Context: an optimization exercise on an open-source flow, tuned for small area. The choices shown serve that exercise and are no tape-out recipe. Function was checked by simulation only, so behaviour that the tests miss may differ from the original. Power figures rest on the tool's default switching activity, not on a simulated workload.

`run.sh`:
```
#!/bin/bash
# synth_recipe.tcl (not shown) runs the flow's synth.tcl, then flattens the netlist and writes it again
# the make line also repeats each setting of config.mk as NAME=value (left out here)
make -C /OpenROAD-flow-scripts/flow DESIGN_CONFIG=/design/flow/config.mk WORK_HOME=/design/flow/orfs CLKGATE_MAP_FILE= SYNTH_SCRIPT=/design/flow/synth_recipe.tcl finish
```
`config.mk`:
```
export PLATFORM = sky130hd
export DESIGN_NAME = Fitbit
export DESIGN_NICKNAME = Fitbit
export VERILOG_FILES = /design/flow/design.v
export SDC_FILE = /design/flow/constraint.sdc
export NUM_CORES = 4
export LEC_CHECK = 0
export CAP_MARGIN = 20
export CORE_MARGIN = 2
export CORE_UTILIZATION = 40
export SLEW_MARGIN = 20
```
`constraint.sdc`:
```
create_clock -name core_clock -period 25.0 [get_ports {CLK}]
set_input_delay 5.0000 -clock core_clock [delete_from_list [all_inputs] [get_ports {CLK}]]
set_output_delay 5.0000 -clock core_clock [all_outputs]
set_load 0.01 [all_outputs]
```
`design.v`:
```
`timescale 1ns / 1ps
module Seconds(pulseBase, reset, seconds, tick);
    input pulseBase, reset;
    output seconds;
    output tick;
    localparam [12:0] countSec = 13'd5000;
    reg [12:0] count;
    reg pulseIt;
    assign seconds = pulseIt;
    assign tick = (count == countSec) & ~pulseIt;
    always@(posedge pulseBase) begin
        if (reset) begin
            count <= 0;
            pulseIt <= 0;
        end
        else if (count == countSec) begin
            pulseIt <= ~pulseIt;
            count <= 1;
        end
        else count <= count + 1;
    end
endmodule
`timescale 1ns / 1ps
module Full_Pulse(start, select, pulseBase, reset, pulseOut);
    input start, pulseBase, reset;
    output pulseOut;
    input [1:0] select;
    reg [8:0] count, countComp, prevComp;
    reg [9:0] clock;
    reg pulseIt;
    wire sec, sec_tick;
    Seconds t1 (pulseBase, reset, sec, sec_tick);
    assign pulseOut = pulseIt;
    always@(posedge pulseBase) begin
        if (reset)
            clock <= 0;
        else if (sec_tick) begin
            if ((select == 2'b11) & start)
                clock <= clock + 1;
            else
                clock <= 0;
        end
    end
    always@(clock, select) begin
            if (select == 2'b00)
                countComp = 9'd156; 
            else begin
            if (select == 2'b01)
                countComp = 9'd78; 
            else begin
            if (select == 2'b10)
                countComp = 9'd39; 
            else begin
            if ((select == 2'b11) & (clock == 0))
                countComp = 9'd250; 
            else begin
            if ((select == 2'b11) & (clock == 1))
                countComp = 9'd152; 
            else begin
            if ((select == 2'b11) & ((clock == 2)|(clock == 8)))
                countComp = 9'd76; 
            else begin
            if ((select == 2'b11) & (clock == 3))
                countComp = 9'd185; 
            else begin
            if ((select == 2'b11) & (clock == 4))
                countComp = 9'd71; 
            else begin
            if ((select == 2'b11) & ((clock == 5)|(clock == 7)))
                countComp = 9'd167; 
            else begin
            if ((select == 2'b11) & (clock == 6))
                countComp = 9'd263; 
            else begin
            if ((select == 2'b11) & (8 < clock) & (clock < 74))
                countComp = 9'd72; 
            else begin
            if ((select == 2'b11) & (73 < clock) & (clock < 80))
                countComp = 9'd147; 
            else begin
            if ((select == 2'b11) & (79 < clock) & (clock < 145))
                countComp = 9'd40; 
            else begin
                countComp = 0;
            end end end end end end end end end end end end end
    end
    always@(posedge pulseBase) begin
        if (reset) begin
            count <= 0;
            prevComp <= 0;
            pulseIt <= 0;
        end
        else if(countComp != prevComp) begin
            count <= 2;
            prevComp <= countComp;
        end else begin
        if(start && (countComp != 0)) begin
            if ((count == countComp) ) begin
                pulseIt <= ~pulseIt;
                count <= 1;
            end
            else count <= count + 1;
        end
        end
    end
endmodule
`timescale 1ns / 1ps
module FitbitTracker(clk,pulse,reset,display,is_miles,SI);
input clk, pulse, reset;
output [15:0] display;  
output is_miles, SI;
reg second;
reg over60;
reg pulse_d;
reg [15:0] display_reg;
reg is_miles_reg;
reg SI_reg;
reg [12:0] second_divider;
reg display_change;
reg [1:0] display_mode;
reg [3:0] nine_seconds_counter;
reg [7:0] steps_per_sec;
reg [31:0] total_steps;
reg [15:0] high_activity_counter;
reg [15:0] displayed_high_activity_counter;
reg [15:0] distance_traveled;
reg [15:0] over32_highest_time;
wire sec_tick;
wire step;
assign display = display_reg;
assign is_miles = is_miles_reg;
assign SI = SI_reg;
assign sec_tick = (second_divider == 13'd5000) & ~second;
always @(posedge clk) 
begin
    if (reset) begin
        second <= 0;
        second_divider <= 0;
    end
    else if(second_divider == 13'd5000) begin 
        second <= ~second;
        second_divider <= 0;
    end
    else
    second_divider <= second_divider + 1;
end
always @(posedge clk) begin
    if (reset)
        pulse_d <= 0;
    else
        pulse_d <= pulse;
end
assign step = pulse & ~pulse_d;
always @(posedge clk) 
begin
    if(reset) 
        total_steps <= 0;
    else if (step)
        total_steps <= total_steps + 1;
end
always @(*) begin
    distance_traveled = total_steps[25:10];
end
always@(posedge clk) begin
    if (reset)
        steps_per_sec <= 0;
    else if (sec_tick)
        steps_per_sec <= {7'd0, step};
    else if (step)
        steps_per_sec <= steps_per_sec + 1;
end
always@(posedge clk) begin
    if (reset) begin
        nine_seconds_counter <= 0;
        over32_highest_time <= 0;
    end else if (sec_tick) begin
        if(nine_seconds_counter < 9) begin
            if(steps_per_sec > 8'd32)
                over32_highest_time <= over32_highest_time + 1;
            nine_seconds_counter <= nine_seconds_counter + 1;
        end
    end
end    
always @(posedge clk) 
begin
    if (reset) begin
        high_activity_counter <= 0;
        displayed_high_activity_counter <= 0;
        over60 <= 0;
    end
    else if (sec_tick) begin
        if(high_activity_counter < 60) begin
            if(steps_per_sec >= 64)
                high_activity_counter <= high_activity_counter + 1;
            else
                high_activity_counter <= 0;
        end
        else begin
            if(steps_per_sec >= 64) begin
                if(over60) 
                    displayed_high_activity_counter <= displayed_high_activity_counter + 1; 
                else
                displayed_high_activity_counter <= displayed_high_activity_counter + high_activity_counter;
                over60 <= 1;
            end
            else begin
                high_activity_counter <= 0;
                over60 <= 0;
            end
        end
    end
end
always @(posedge clk) begin
    if (reset) begin
        display_change <= 0;
        display_mode <= 0;
    end
    else if (sec_tick) begin
        if(display_change)
            display_mode <= display_mode + 1;
        display_change <= ~display_change;
    end
end
always @(*) 
begin
    case (display_mode)
        0: begin
            if(total_steps > 9999) begin
                display_reg = 9999;
                SI_reg = 1;
            end
            else begin
                display_reg = total_steps[15:0];
                SI_reg = 0;
            end
            is_miles_reg = 0;
        end
        1: begin
            display_reg = distance_traveled;
            is_miles_reg = 1;
            SI_reg = 0;
        end
        2: begin    
            display_reg = over32_highest_time;
            is_miles_reg = 0;
            SI_reg = 0;
        end
        default: begin
            display_reg = displayed_high_activity_counter;
            is_miles_reg = 0;
            SI_reg = 0;
        end
    endcase
end
endmodule
`timescale 1ns / 1ps
module bin2BCD(
    input [15:0] bin_value,
    input is_miles,
    output reg [15:0] BCD_value 
    );
    localparam [3:0] UNDERLINE = 4'd15;
    reg [15:0] temp;
    reg dec_flag;
    always @ (*) begin
        temp = bin_value;
        if(is_miles) begin
            dec_flag = temp[0];
            if(dec_flag) BCD_value[3:0] = 5;
            else BCD_value[3:0] = 0;
            temp = temp >> 1;
            BCD_value[7:4] = UNDERLINE;
            BCD_value[11:8] = temp % 10;
            temp = temp/10;
            BCD_value[15:12] = temp % 10; 
        end
        else begin
            dec_flag = 0;
            BCD_value [3:0] = temp % 10;
            temp = temp/10;
            BCD_value [7:4] = temp % 10;
            temp = temp/10;
            BCD_value [11:8] = temp % 10;
            temp = temp/10;
            BCD_value [15:12] = temp % 10;
        end
    end    
endmodule
`timescale 1ns / 1ps
module hexto7segment(
    input [3:0] x,
    output reg [6:0] r
    );
    always @ (*)
        case (x)
            4'b0000: r = 7'b0000001;
            4'b0001: r = 7'b1001111;
            4'b0010: r = 7'b0010010;
            4'b0011: r = 7'b0000110;
            4'b0100: r = 7'b1001100;
            4'b0101: r = 7'b0100100;
            4'b0110: r = 7'b0100000;
            4'b0111: r = 7'b0001111;
            4'b1000: r = 7'b0000000;
            4'b1001: r = 7'b0000100;
            4'd15: r = 7'b1110111;  
            default: r = 7'b1111111;
        endcase
endmodule
`timescale 1ns / 1ps
module SSEGClkDivider(
    input clk,
    input reset,
    output slow_clk,
    output tick
);
reg [4:0] COUNT;
assign slow_clk = COUNT[4];
assign tick = (COUNT == 5'b01111);
always @(posedge clk) begin
    if (reset)
        COUNT <= 0;
    else
        COUNT <= COUNT + 1;
end
endmodule
`timescale 1ns / 1ps
module StopwatchDisplay(
    input clk,
    input reset,
    input tick,
    input [27:0] sev_seg_data,
    output reg [3:0] an,
    output reg [6:0] sseg
    );
    reg [1:0] state;
    reg [1:0] next_state;
    always @ (*) begin
        case (state)
            2'b00: begin
                an = 4'b0111;
                sseg = sev_seg_data[27:21];
                next_state = 2'b01;
            end
            2'b01: begin
                an = 4'b1011;
                sseg = sev_seg_data[20:14];
                next_state = 2'b10;
            end
            2'b10: begin
                an = 4'b1101; 
                sseg = sev_seg_data[13:7];
                next_state = 2'b11;
            end
            default: begin
                an = 4'b1110; 
                sseg = sev_seg_data[6:0];
                next_state = 2'b00;
            end
        endcase
    end
    always @(posedge clk) begin
        if (reset)
            state <= 2'b00;
        else if (tick)
            state <= next_state;
    end
endmodule
`timescale 1ns / 1ps
module DisplayController(
    input clk,
    input reset,
    input [15:0] fitbit_data,
    input is_miles,
    output [3:0] an,
    output [6:0] sseg
);
wire [15:0] digits; 
wire [27:0] sev_seg_data;
wire slow_clk;
wire scan_tick;
SSEGClkDivider div1 (.clk(clk), .reset(reset), .slow_clk(slow_clk), .tick(scan_tick));
bin2BCD b1 (.bin_value(fitbit_data),.is_miles(is_miles),.BCD_value(digits));
hexto7segment left (.x(digits[15:12]),.r(sev_seg_data[27:21]));
hexto7segment mid_left (.x(digits[11:8]),.r(sev_seg_data[20:14]));
hexto7segment mid_right (.x(digits[7:4]),.r(sev_seg_data[13:7]));
hexto7segment right (.x(digits[3:0]),.r(sev_seg_data[6:0]));
StopwatchDisplay d1 (.clk(clk),.reset(reset),.tick(scan_tick),.sev_seg_data(sev_seg_data),.an(an),.sseg(sseg));
endmodule
`timescale 1ns / 1ps
module Fitbit(
    input CLK,
    input start,
    input reset,
    input [1:0] select,
    output [6:0] sseg,
    output [3:0] an,
    output SI,
    output dp
    );
assign dp = 1;
wire pulseOut;
wire [15:0] display;
wire is_miles;
Full_Pulse pulse (.start(start), .select(select),
    .pulseBase(CLK), .reset(reset), .pulseOut(pulseOut));
FitbitTracker fit (.clk(CLK), .pulse(pulseOut), .reset(reset),
    .display(display), .is_miles(is_miles),.SI(SI));
DisplayController dis (.clk(CLK), .reset(reset), .fitbit_data(display), 
    .is_miles(is_miles), .an(an), .sseg(sseg));
endmodule
```
==> summary.txt <==
final cells by class:
cell class	count	area (sq um)
inverter	74	277.8
timing repair buffer	38	332.8
clock buffer	19	452.9
multi-input combinational	2221	14450
clock inverter	12	111.4
fill	4657	25780
tap	600	750.7
sequential	161	3223
routing by layer:
metal / track usage / wire, um / vias to the layer above
met5: 0 / 0 / -
met1: 0.2824 / 24210 / 9067
met4: 0.06395 / 1111 / 0
met3: 0.01726 / 2017 / 78
met2: 0.3701 / 24930 / 499
li1: - / - / 9425
synth_stat cells (all sizes together), types with 9 or more instances:
cell type	number
or3	42
mux2	11
xnor2	96
or2	22
nor3	72
nor4	34
nand2b	27
o21bai	13
o22ai	18
a22oi	22
nor2b	33
o31ai	21
a21oi	189
a2111oi	10
o2111ai	17
a21o	23
o21a	33
and2	33
a211oi	40
maj3	10
nand3	88
dfxtp	161
a21boi	13
nor3b	9
and4	11
inv	73
nor2	312
o211ai	47
a22o	12
or4	9
o21ai	181
nand2	287
buf	34
a31oi	39
clkbuf	87
a221oi	15
and3	40
nand4	39
o32ai	9
mux2i	30
o31a	20
xor2	82
ha	83
o211a	10
power groups by stage:
stage	Combinational [uW]	Sequential [uW]	Clock (uW)
2_1_floorplan	11.2	266	0
3_3_place_gp	14.0	266	0
3_5_place_dp	14.3	266	0
4_1_cts	14.3	260	256
5_1_grt	16.4	261	266
6_report	14.5	260	248
through the flow:
step,hold slack [ns],instances,total power [uW]
final,0.4504,3125,523.2
after global routing,0.4902,3125,543.1
after CTS,0.4513,3123,531.1
after detailed placement,0.4416,3092,280.5
after global placement,0.4329,3092,280.0
after floorplan,0.4176,2577,276.9
worst max path at each step:
stage          endpoint                 from  depth (start not counted)
3_3_place_gp    sseg[0]  fit.display_mode[0]                         48
4_1_cts         sseg[6]  fit.display_mode[0]                         48
6_report        sseg[0]  fit.display_mode[0]                         51
5_1_grt         sseg[6]  fit.display_mode[0]                         51
2_1_floorplan   sseg[0]  fit.display_mode[0]                         58
3_5_place_dp    sseg[6]  fit.display_mode[0]                         48
logic make-up (layout without fill, tap and decap cells):
| logic type | count (synthesis) | after routing | share of synthesized area |
|---|---|---|---|
| AO/OA/AOI/OAI | 829 | 829 | 0.3165 |
| XOR/XNOR | 178 | 178 | 0.08643 |
| adder cells (fa/ha/maj) | 94 | 94 | 0.06294 |
| buffers and inverters | 195 | 143 | 0.04332 |
| flip-flops | 161 | 161 | 0.1749 |
| multiplexers | 41 | 41 | 0.02322 |
| other | 1 | 1 | 0.0002035 |
| AND/OR/NAND/NOR | 1078 | 1078 | 0.2925 |
sequential cells by signal (all words and copies together) (netlist names), 10 cells and up:
register,cells
fit.displayed_high_activity_counter,16
fit.high_activity_counter,16
fit.over32_highest_time,16
fit.second_divider,13
fit.total_steps,32
pulse.clock,10
pulse.t1.count,13
critical path: cells and delay by family, from the launching register on:
family                   cells  cell delay, ns
AO/OA/AOI/OAI               22            7.93
AND/OR/NAND/NOR             16            5.56
adder cells (fa/ha/maj)      6            2.16
buffers and inverters        4            0.82
multiplexers                 2            0.75
flip-flops                   1            0.36
XOR/XNOR                     1            0.27
repair_timing:
item,4_1_cts,5_1_grt
resized for setup,0,1
endpoints found under the hold margin,0,0
setup endpoints to repair,0,4
==> results.ini <==
[timing]
slew_violations=0
clock_skew_ns=0.009760
fmax_mhz=42.81
tightest_slew_ns=1.155
setup_ws_ns=1.638
hold_viol=0
rsz0062_at_grt=false
max_slew_margin=0.2265
fin_crit_sh=0.9345
finalSetupTns_ns=0
period_minus_slack_ns=23.36
finalSetupViolCount=0

[clock_network]
cts_hold_buffers=0
path_clk_slew_ns=0.06
clock-sinks=161
cts_buffers=17
cts_tree=yes
cts_setup_buffers=0
clk_path_buf_depth=2
cts_root_buf=clkbuf_16
h-tree-depth=4
insertion_delay_ns=0.43

[critical_path]
arrival_ns=18.36
cpMostUsedCell=ha_1
critPathMaxStageDelay_ns=0.75
path_class=reg -> out
r2r-start=fit.over60
end_kind=primary output
required_ns=20.00
reg2reg_depth=20
slowest_stage=o21ai_2
cp_max_fo=23
startpoint_type=flip-flop
r2r_slack_ns=20.79
r2r-end=fit.displayed_high_activity_counter[15]

[synth]
synth_area_leader_cell=dfxtp_1
synth_area_sq_um=18430
ys.flop_type=dfxtp_1
ys_warn_count=7
synth_edf_count=0
synth.net_count=2666
synthCells=2577
synthDominantCellAreaShare=0.1749
seq_area_frac_synth=0.1749
synthArstFlopShare=0
yosysUniqueCellTypes=125
synth_area_leaders=dfxtp_1, nor2_1, nand2_1
avgSynthCellArea_sq_um=7.151
ys_ff_latch=161

[placement]
pre_cts_slack_ns=2.024
place_congestion=0.9078
place_area_sq_um=18980
hpwl_mm=39.72
portBuffers=16

[pwr]
p_int_uw=405.7
p_sw_frac=0.2245
power_leakage_uw=0.007421
pwr-share-clk=0.475
vdd_drop_max_uv=43.49
p_per_area_nw_per_um2=26.70
power_frac_seq=0.498
switchingPower_uw=117.5
combPwrFrac=0.028

[cells_and_area]
drive_above_1_share=0.06653
num_antenna_cells=0
final_cell_area_sq_um=19600
final_util=0.4319
final_common_cell=nor2_1
layout_common_cells=nor2_1, nand2_1, a21oi_1, dfxtp_1, o21ai_0
syn_to_final_growth_pct=6.355
layout.nets=2602

[global_routing]
grt_pass1_vias=17500
grtUsageTotal=0.2141
grt_antenna_before_repair=0
grt_pass1_wl_mm=86.63
gr-total-overflow=0
grt_max_degree=106

[floorplan]
ioPinCount=18
coreArea_sq_um=45380
dieArea_sq_um=47800
die-height_um=218.6
die_width_um=218.6
core.rowCount=78
start_util=0.4061

[drt]
drt_first_pass_iters=6
routedWlPerCell_um=16.72
postRouteAntennaNets=0
drc=0
drt-total-wl_mm=52.26
vias=19070
drt_iter0_drc=1557
via_per_inst=6.102

[min_path]
hp-class=reg -> reg
min_to=dis.div1.COUNT[0]
holdCritStartpoint=dis.div1.COUNT[0]
whs_path_depth=1

[status]
outcome=complete, no violations

[run]
cap_violations=0

[afterwards: timing with drivers on the ports]
The flow's constraints put no driver on any port. The routed layout listed below was extracted and timed again, unchanged, in two steps. Step 1, drivers: a clkbuf_16 drives CLK and a buf_2 each remaining input, both assumed. Step 2 moves the port delays by t, midway between the first and last clock arrival at a register: inputs arrive t later, outputs are due t later. That takes back most of the time a late clock gives input paths. Slacks: ideal ports / drivers / drivers and shift; pairs: ideal ports / drivers.
t, ns: 0.474
setup slack, ns: 1.638 / 1.593 / 2.067
worst register clock-pin slew, ns: 0.07 / 0.07
After both steps this run still meets setup and hold. For this run, drivers alone change the setup slack by -0.045 ns; drivers and shift together by +0.429 ns.
